From an optimization exercise on the open Yosys and OpenROAD flow, aimed at small area, a short achievable clock period and few clock cycles; shortcuts taken in it are not production practice.
No activity file was given, so power comes from the tool's default toggle rates.

==> inputs of zinc <==
==> flow/design.v (excerpt) <==
module mips(
	input clk, arst_n,
	input [31:0] instr, mem_read_data,
	output [31:0] current_inst, alu_out, mem_write_data,
	output mem_write
);
export LEC_CHECK = 0
export CAP_MARGIN = 20
export CORE_MARGIN = 2
export CORE_UTILIZATION = 40
export SLEW_MARGIN = 20
export SYNTH_HIERARCHICAL = 1
create_clock -name core_clock -period 22.0 [get_ports {clk}]
standard.sh (not shown) runs the stock make flow with config.mk's settings and CLKGATE_MAP_FILE= SYNTH_SCRIPT=/design/flow/synth_recipe.tcl, a recipe that flattens the netlist after the stock synthesis.
==> flow/flow/run.sh <==
#!/bin/bash
# The standard ORFS flow (the standard.sh) with two changes to how the
# layout is made: timing repair is asked to leave a setup margin, so that the
# tools keep improving paths that already meet the design's period, and the
# port buffers are plain buffers. Each step's output goes to a log of its own.
set -euo pipefail
MARGIN=${MARGIN:-17}
bash standard.sh synth > log_synth.txt 2>&1
for t in floorplan place cts route finish; do
  bash standard.sh SETUP_SLACK_MARGIN=$MARGIN "BUFFER_PORTS_ARGS=-buffer_cell sky130_fd_sc_hd__buf_4" $t > log_$t.txt 2>&1
done
==> inputs of willow, as changes to zinc <==
--- a/flow/design.v
+++ b/flow/design.v
@@ -553,27 +553,22 @@
 	nand4x n0(.a(p[0]), .b(p[1]), .c(p[2]), .d(p[3]), .y(q0));
 	nand4x n1(.a(p[4]), .b(p[5]), .c(p[6]), .d(p[7]), .y(q1));
 	nand3x n2(.a(p[8]), .b(p[9]), .c(p[10]), .y(q2));
 	nor3x o(.a(q0), .b(q1), .c(q2), .y(yn));
 endmodule
-module wbmux(input ld, input [31:0] mem, alu, output [31:0] y);
-	assign y = ld ? mem : alu;
-endmodule
 module reg_file(
 	input clk, we,
-	input [3:0] hi1, hi2,
-	input [7:0] lo1, lo2,
-	input [4:0] a3,
-	input [31:0] wd_lo, wd_hi,	 
+	input [4:0] a1, a2, a3,
+	input [31:0] wd,
 	output [31:0] rd1_n, rd2_n	 
 );
 	reg [31:0] r [1:31];
 	wire [31:1] s1, s2;
 	genvar i, b;
 	generate for (i = 1; i < 32; i = i + 1) begin : dec
-		assign s1[i] = hi1[i / 8] & lo1[i % 8];
-		assign s2[i] = hi2[i / 8] & lo2[i % 8];
+		assign s1[i] = (a1 == i);
+		assign s2[i] = (a2 == i);
 	end endgenerate
 	generate for (b = 0; b < 32; b = b + 1) begin : gb
 		wire [31:1] col;
 		for (i = 1; i < 32; i = i + 1) begin : c
 			assign col[i] = r[i][b];
@@ -581,11 +576,11 @@
 		rmux31 m1(.d(col), .s(s1), .yn(rd1_n[b]));
 		rmux31 m2(.d(col), .s(s2), .yn(rd2_n[b]));
 	end endgenerate
 	always @(posedge clk)
 		if (we && a3 != 5'd0)
-			r[a3] <= a3[4] ? wd_hi : wd_lo;
+			r[a3] <= wd;
 endmodule
 module pg_cell(input a, b, output g, p);
 	assign g = a & b;
 	assign p = a ^ b;
 endmodule
@@ -876,12 +871,10 @@
 	wire [31:2] pc_f4 = pc_f + 30'd1;
 	wire f_j = (instr[31:26] == 6'b000010);
 	assign current_inst = {pc_f, 2'b00};
 	reg        v_d;
 	reg [31:0] ir;
-	reg [3:0]  rs_hi, rt_hi;
-	reg [7:0]  rs_lo, rt_lo;
 	wire [5:0] op = ir[31:26];
 	wire [4:0] rs = ir[25:21], rt = ir[20:16], rd = ir[15:11];
 	wire [5:0] fn = ir[5:0];
 	wire d_r    = v_d & (op == 6'h00);
 	wire d_addi = v_d & (op == 6'h08);
@@ -898,58 +891,35 @@
 	reg        we_m, ld_m, st_m, mul_m;
 	reg [1:0]  mstep;
 	reg [23:0] acc_s, acc_c;
 	reg        acc_ci;
 	reg [4:0]  rd_m;
-	reg [31:0] res_m, sd_m, ao_m;
+	reg [31:0] res_m, sd_m;
 	wire [31:0] rf_an, rf_bn;
-	wire [31:0] wb_lo, wb_hi;
+	wire [31:0] wb;
 	wire mul_busy = mul_m & (mstep != 2'd3);
 	wire wb_en = we_m & ~mul_busy;
-	reg_file reg_file(.clk(clk), .we(wb_en), .hi1(rs_hi), .lo1(rs_lo), .hi2(rt_hi), .lo2(rt_lo), .a3(rd_m), .wd_lo(wb_lo), .wd_hi(wb_hi), .rd1_n(rf_an), .rd2_n(rf_bn));
+	reg_file reg_file(.clk(clk), .we(wb_en), .a1(rs), .a2(rt), .a3(rd_m), .wd(wb), .rd1_n(rf_an), .rd2_n(rf_bn));
 	wire hit_a = we_m & (rd_m == rs);
 	wire hit_b = we_m & (rd_m == rt);
 	wire [31:0] a = hit_a ? res_m : ~rf_an;
 	wire [31:0] b = hit_b ? res_m : ~rf_bn;
-	wire d_mul = d_r & f_mul;
-	wire ld_a = ld_m & hit_a;
-	wire ld_b = ld_m & hit_b;
-	wire stall = mul_busy |
-	             (mul_m & ((use_rs & hit_a) | (use_rt & hit_b))) |
-	             (ld_a & use_rs & ~d_mul) | (ld_b & use_rt & ~d_mul & ~d_sw);
+	wire late = ld_m | mul_m;
+	wire stall = mul_busy | (late & ((use_rs & hit_a) | (use_rt & hit_b)));
 	wire [31:0] imm = {{16{ir[15]}}, ir[15:0]};
 	wire do_sub = d_r & (f_sub | f_slt);
 	wire [31:0] bop = d_r ? b : imm;
 	wire [31:0] sum;
 	wire        cout;
 	add32 alu_add(.a(a), .b(bop ^ {32{do_sub}}), .cin(do_sub), .s(sum), .co(cout));
 	wire lt = ~cout;
-	wire [31:0] res = d_mul ? a : (d_r & f_slt) ? {31'd0, lt} : sum;
+	wire [31:0] res = (d_r & f_mul) ? a : (d_r & f_slt) ? {31'd0, lt} : sum;
 	wire eq;
 	eq32 beq_cmp(.a(a), .b(b), .eq(eq));
-	reg pred_d;
-	wire redirect = d_beq & eq & ~stall & ~pred_d;
-	reg       jf_v;
-	reg [9:2] jf_key, jf_tgt;
-	wire f_beq = (instr[31:26] == 6'b000100);
-	wire jf_hit = jf_v & (pc_f[9:2] == jf_key);
-	wire fold = jf_hit & ~f_beq & ~f_j;
-	wire j_same = ({pc_f4[31:28], instr[25:8]} == pc_f[31:10]);
-	wire jf_learn = f_j & j_same & (pc_f[9:2] != 8'd0);
+	wire redirect = d_beq & eq & ~stall;
+	wire [31:2] pc_seq = stall ? pc_f : f_j ? {pc_f4[31:28], instr[25:0]} : pc_f4;
 	wire [31:2] pc_tgt = pc_f + {{14{ir[15]}}, ir[15:0]};
-	reg       ub_v;
-	reg [9:2] ub_key, ub_tgt;
-	wire ub_hit = ub_v & (pc_f[9:2] == ub_key);
-	wire ub_learn = d_beq & ~pred_d & (rs == 5'd0) & (rt == 5'd0) & ~stall &
-	                (pc_tgt[31:10] == pc_f[31:10]) & (pc_f[9:2] != 8'd0);
-	wire region_change = redirect ? (pc_tgt[31:10] != pc_f[31:10]) :
-	                     stall ? 1'b0 :
-	                     f_j ? ~j_same :
-	                     ~fold & ~ub_hit & (pc_f[9:2] == 8'hff);
-	wire [31:2] pc_seq = stall ? pc_f : f_j ? {pc_f4[31:28], instr[25:0]} :
-	                     fold ? {pc_f[31:10], jf_tgt} :
-	                     ub_hit ? {pc_f[31:10], ub_tgt} : pc_f4;
 	wire [31:2] pc_next;
 	genvar gi;
 	generate for (gi = 2; gi < 32; gi = gi + 1) begin : gpc
 		mux2_cell m(.a(pc_seq[gi]), .b(pc_tgt[gi]), .s(redirect), .y(pc_next[gi]));
 	end endgenerate
@@ -957,14 +927,12 @@
 	wire        pcout;
 	wire [23:0] nacc_s, nacc_c;
 	mul_step mul_step(.a(res_m), .b(sd_m[7:0]), .s(acc_s), .c(acc_c), .cin(acc_ci),
 		.p(pbyte), .cout(pcout), .s_next(nacc_s), .c_next(nacc_c));
 	wire [31:0] mprod = {pbyte, sd_m[31:8]};
-	wire [31:0] wb_alu = mul_m ? mprod : res_m;
-	wbmux wbm_lo(.ld(ld_m), .mem(mem_read_data), .alu(wb_alu), .y(wb_lo));
-	wbmux wbm_hi(.ld(ld_m), .mem(mem_read_data), .alu(wb_alu), .y(wb_hi));
-	assign alu_out = ao_m;
+	assign wb = ld_m ? mem_read_data : mul_m ? mprod : res_m;
+	assign alu_out = res_m;
 	assign mem_write_data = sd_m;
 	assign mem_write = st_m;
 	always @(posedge clk or negedge arst_n) begin
 		if (!arst_n) begin
 			pc_f <= 30'd0;
@@ -987,43 +955,15 @@
 				mul_m <= 1'b0;
 			end else begin
 				we_m <= d_wr;
 				ld_m <= d_lw;
 				st_m <= d_sw;
-				mul_m <= d_mul & (dst != 5'd0);
+				mul_m <= d_r & f_mul & (dst != 5'd0);
 				mstep <= 2'd0;
 			end
 		end
 	end
-	always @(posedge clk or negedge arst_n) begin
-		if (!arst_n)
-			jf_v <= 1'b0;
-		else if (region_change)
-			jf_v <= 1'b0;
-		else if (jf_learn)
-			jf_v <= 1'b1;
-	end
-	always @(posedge clk or negedge arst_n) begin
-		if (!arst_n)
-			ub_v <= 1'b0;
-		else if (region_change)
-			ub_v <= 1'b0;
-		else if (ub_learn)
-			ub_v <= 1'b1;
-	end
-	always @(posedge clk) begin
-		if (ub_learn) begin
-			ub_key <= pc_f[9:2] - 8'd1;
-			ub_tgt <= pc_tgt[9:2];
-		end
-	end
-	always @(posedge clk) begin
-		if (jf_learn) begin
-			jf_key <= pc_f[9:2] - 8'd1;
-			jf_tgt <= instr[7:0];
-		end
-	end
 	always @(posedge clk) begin
 		if (mul_busy) begin
 			acc_s <= nacc_s;
 			acc_c <= nacc_c;
 			acc_ci <= pcout;
@@ -1032,23 +972,16 @@
 			acc_c <= 24'd0;
 			acc_ci <= 1'b0;
 		end
 	end
 	always @(posedge clk) begin
-		if (!stall) begin
+		if (!stall)
 			ir <= instr;
-			rs_hi <= 4'd1 << instr[25:24];
-			rs_lo <= 8'd1 << instr[23:21];
-			rt_hi <= 4'd1 << instr[20:19];
-			rt_lo <= 8'd1 << instr[18:16];
-			pred_d <= ub_hit;
-		end
 		if (mul_busy) begin
 			sd_m <= mprod;
-		end else begin
-			res_m <= (d_mul & ld_a) ? mem_read_data : res;
-			sd_m <= ((d_mul | d_sw) & ld_b) ? mem_read_data : b;
+		end else if (!stall) begin
+			res_m <= res;
+			sd_m <= b;
 			rd_m <= dst;
 		end
-		ao_m <= (d_mul & ld_a) ? mem_read_data : res;
 	end
 endmodule
==> flow/flow/run.sh (replaced) <==
#!/bin/bash
# The standard ORFS flow (the standard.sh) with two changes to how the
# layout is made: timing repair is asked to leave a setup margin, so that the
# tools keep improving paths that already meet the design's period, and the
# port buffers are plain buffers. Each step's output goes to a log of its own.
set -euo pipefail
MARGIN=${MARGIN:-16}
bash standard.sh synth > log_synth.txt 2>&1
for t in floorplan place cts route finish; do
  bash standard.sh SETUP_SLACK_MARGIN=$MARGIN "BUFFER_PORTS_ARGS=-buffer_cell sky130_fd_sc_hd__buf_4" $t > log_$t.txt 2>&1
done
==> inputs of lagoon, as changes to zinc <==
--- a/flow/design.v
+++ b/flow/design.v
@@ -527,12 +527,12 @@
   assign c_next = rc[31:8];
 endmodule
 module aoi222(input a0, s0, a1, s1, a2, s2, output y);
 	assign y = ~((a0 & s0) | (a1 & s1) | (a2 & s2));
 endmodule
-module aoi22(input a0, s0, a1, s1, output y);
-	assign y = ~((a0 & s0) | (a1 & s1));
+module nand2x(input a, b, output y);
+	assign y = ~(a & b);
 endmodule
 module nand4x(input a, b, c, d, output y);
 	assign y = ~(a & b & c & d);
 endmodule
 module nand3x(input a, b, c, output y);
@@ -542,15 +542,14 @@
 	assign y = ~(a | b | c);
 endmodule
 module rmux31(input [31:1] d, input [31:1] s, output yn);
 	wire [10:0] p;
 	genvar k;
-	generate for (k = 0; k < 9; k = k + 1) begin : g
+	generate for (k = 0; k < 10; k = k + 1) begin : g
 		aoi222 u(.a0(d[3*k+1]), .s0(s[3*k+1]), .a1(d[3*k+2]), .s1(s[3*k+2]), .a2(d[3*k+3]), .s2(s[3*k+3]), .y(p[k]));
 	end endgenerate
-	aoi22 u9(.a0(d[28]), .s0(s[28]), .a1(d[29]), .s1(s[29]), .y(p[9]));
-	aoi22 u10(.a0(d[30]), .s0(s[30]), .a1(d[31]), .s1(s[31]), .y(p[10]));
+	nand2x u10(.a(d[31]), .b(s[31]), .y(p[10]));
 	wire q0, q1, q2;
 	nand4x n0(.a(p[0]), .b(p[1]), .c(p[2]), .d(p[3]), .y(q0));
 	nand4x n1(.a(p[4]), .b(p[5]), .c(p[6]), .d(p[7]), .y(q1));
 	nand3x n2(.a(p[8]), .b(p[9]), .c(p[10]), .y(q2));
 	nor3x o(.a(q0), .b(q1), .c(q2), .y(yn));
@@ -926,30 +925,30 @@
 	wire [31:0] res = d_mul ? a : (d_r & f_slt) ? {31'd0, lt} : sum;
 	wire eq;
 	eq32 beq_cmp(.a(a), .b(b), .eq(eq));
 	reg pred_d;
 	wire redirect = d_beq & eq & ~stall & ~pred_d;
-	reg       jf_v;
-	reg [9:2] jf_key, jf_tgt;
-	wire f_beq = (instr[31:26] == 6'b000100);
-	wire jf_hit = jf_v & (pc_f[9:2] == jf_key);
-	wire fold = jf_hit & ~f_beq & ~f_j;
+	reg       jf_v, fold_d;
+	reg [9:2] jf_j, jf_tgt;
+	wire jf_hit = jf_v & (pc_f4[9:2] == jf_j);
 	wire j_same = ({pc_f4[31:28], instr[25:8]} == pc_f[31:10]);
-	wire jf_learn = f_j & j_same & (pc_f[9:2] != 8'd0);
-	wire [31:2] pc_tgt = pc_f + {{14{ir[15]}}, ir[15:0]};
+	wire jf_learn = f_j & j_same & (pc_f[9:2] != 8'd0) & ~stall;
+	wire [31:2] d_next = {pc_f[31:10], fold_d ? jf_j : pc_f[9:2]};
+	wire [31:2] pc_tgt = d_next + {{14{ir[15]}}, ir[15:0]};
 	reg       ub_v;
 	reg [9:2] ub_key, ub_tgt;
 	wire ub_hit = ub_v & (pc_f[9:2] == ub_key);
+	wire fold = jf_hit & ~f_j & ~ub_hit;
 	wire ub_learn = d_beq & ~pred_d & (rs == 5'd0) & (rt == 5'd0) & ~stall &
-	                (pc_tgt[31:10] == pc_f[31:10]) & (pc_f[9:2] != 8'd0);
+	                (pc_tgt[31:10] == pc_f[31:10]) & (d_next[9:2] != 8'd0);
 	wire region_change = redirect ? (pc_tgt[31:10] != pc_f[31:10]) :
 	                     stall ? 1'b0 :
 	                     f_j ? ~j_same :
 	                     ~fold & ~ub_hit & (pc_f[9:2] == 8'hff);
 	wire [31:2] pc_seq = stall ? pc_f : f_j ? {pc_f4[31:28], instr[25:0]} :
-	                     fold ? {pc_f[31:10], jf_tgt} :
-	                     ub_hit ? {pc_f[31:10], ub_tgt} : pc_f4;
+	                     ub_hit ? {pc_f[31:10], ub_tgt} :
+	                     fold ? {pc_f[31:10], jf_tgt} : pc_f4;
 	wire [31:2] pc_next;
 	genvar gi;
 	generate for (gi = 2; gi < 32; gi = gi + 1) begin : gpc
 		mux2_cell m(.a(pc_seq[gi]), .b(pc_tgt[gi]), .s(redirect), .y(pc_next[gi]));
 	end endgenerate
@@ -1010,17 +1009,17 @@
 		else if (ub_learn)
 			ub_v <= 1'b1;
 	end
 	always @(posedge clk) begin
 		if (ub_learn) begin
-			ub_key <= pc_f[9:2] - 8'd1;
+			ub_key <= d_next[9:2] - 8'd1;
 			ub_tgt <= pc_tgt[9:2];
 		end
 	end
 	always @(posedge clk) begin
 		if (jf_learn) begin
-			jf_key <= pc_f[9:2] - 8'd1;
+			jf_j <= pc_f[9:2];
 			jf_tgt <= instr[7:0];
 		end
 	end
 	always @(posedge clk) begin
 		if (mul_busy) begin
@@ -1039,10 +1038,11 @@
 			rs_hi <= 4'd1 << instr[25:24];
 			rs_lo <= 8'd1 << instr[23:21];
 			rt_hi <= 4'd1 << instr[20:19];
 			rt_lo <= 8'd1 << instr[18:16];
 			pred_d <= ub_hit;
+			fold_d <= fold;
 		end
 		if (mul_busy) begin
 			sd_m <= mprod;
 		end else begin
 			res_m <= (d_mul & ld_a) ? mem_read_data : res;
==> flow/flow/run.sh (replaced) <==
#!/bin/bash
# The standard ORFS flow (the standard.sh) with these changes to how the
# layout is made:
#  - timing repair is asked to leave a setup margin, so that the tools keep
#    improving paths that already meet the design's period;
#  - the port buffers are plain buffers;
#  - clock tree synthesis uses larger sink clusters and no dummy loads.
# Each step's output goes to a log of its own.
set -euo pipefail
MARGIN=${MARGIN:-17}
CTS="-sink_clustering_enable -repair_clock_nets -sink_clustering_size 25 -sink_clustering_max_diameter 70 -dont_use_dummy_load"
bash standard.sh synth > log_synth.txt 2>&1
for t in floorplan place cts route finish; do
  bash standard.sh SETUP_SLACK_MARGIN=$MARGIN "BUFFER_PORTS_ARGS=-buffer_cell sky130_fd_sc_hd__buf_2" "CTS_ARGS=$CTS" $t > log_$t.txt 2>&1
done
==> notes <==
- Die area: zinc > lagoon > willow.
- Worst setup slack, lowest first: zinc, lagoon, willow.
- Of lagoon and zinc, lagoon has the higher sequential share of layout area (gap 2.4 points).
- Of willow and lagoon, lagoon has the higher non-clock buffer count (gap 67).
- In willow the cell count is smaller than in zinc, by about 9%.
- In willow the design area is lower than in zinc, by 10%.
- Of zinc and lagoon, zinc has the higher synthesized area (gap 0.98%, measured against lagoon).
==> figures <==
metric	willow	zinc	lagoon
Buffers outside the clock class	346	420	413
Vias in the first global route	43600	48200	46700
Initial antenna violation count	13	6	24
Highest-delay cell along the critical path	edfxtp_1	or4_4	or3_4
Synth-to-layout area growth	15.2%	17.9%	13.5%
Share of cells above drive strength 1	20.1%	24.5%	19.3%
Switching power total	2520 µW	2870 µW	2610 µW
Violation count after the first detailed-route iteration	8791	9786	10300
Die Width	391 µm	408 µm	406 µm
Status	no timing/DRC/antenna violations	no timing/DRC/antenna violations	no timing/DRC/antenna violations
Non-Clock Buffer Area Fraction	3.92%	5.45%	5.13%
Detailed-routing wirelength on met1	83500 µm	94100 µm	90200 µm
Met2 wire len	99400 µm	108000 µm	106000 µm
Total length of routed wires	225000 µm	249000 µm	242000 µm
Setup crit start kind	flop	input pin	input pin
Register area	34700 µm²	37000 µm²	37000 µm²
Function was not checked in any run of this note: the RTL went through the layout flow alone.

==> port drivers added, routing unchanged <==
Ports are ideal in the flow. The routed layouts listed here were re-timed in OpenROAD.
Step 1, drivers: a clkbuf_16 drives clk and a buf_2 each remaining input, both assumed.
Step 2 moves the port delays by t, midway between the first and last clock arrival at a register: inputs arrive t later, outputs are due t later. That takes back most of the time a late clock gives input paths.
a / b / c = ideal ports / drivers / drivers and shift; a / b = the first two.
| run | t, ns | slack for setup (ns) | worst data-port slew with drivers (ns) |
|---|---|---|---|
| zinc | 0.862 | 15.591 / 15.637 / 14.775 | 0.18 |
| willow | 0.824 | 16.001 / 15.922 / 15.816 | 0.05 |
| lagoon | 0.778 | 15.918 / 15.970 / 15.192 | 0.15 |
After both steps setup and hold are still met in every run listed. For zinc, which loses most, drivers alone change the setup slack by +0.046 ns; drivers and shift together by -0.816 ns.
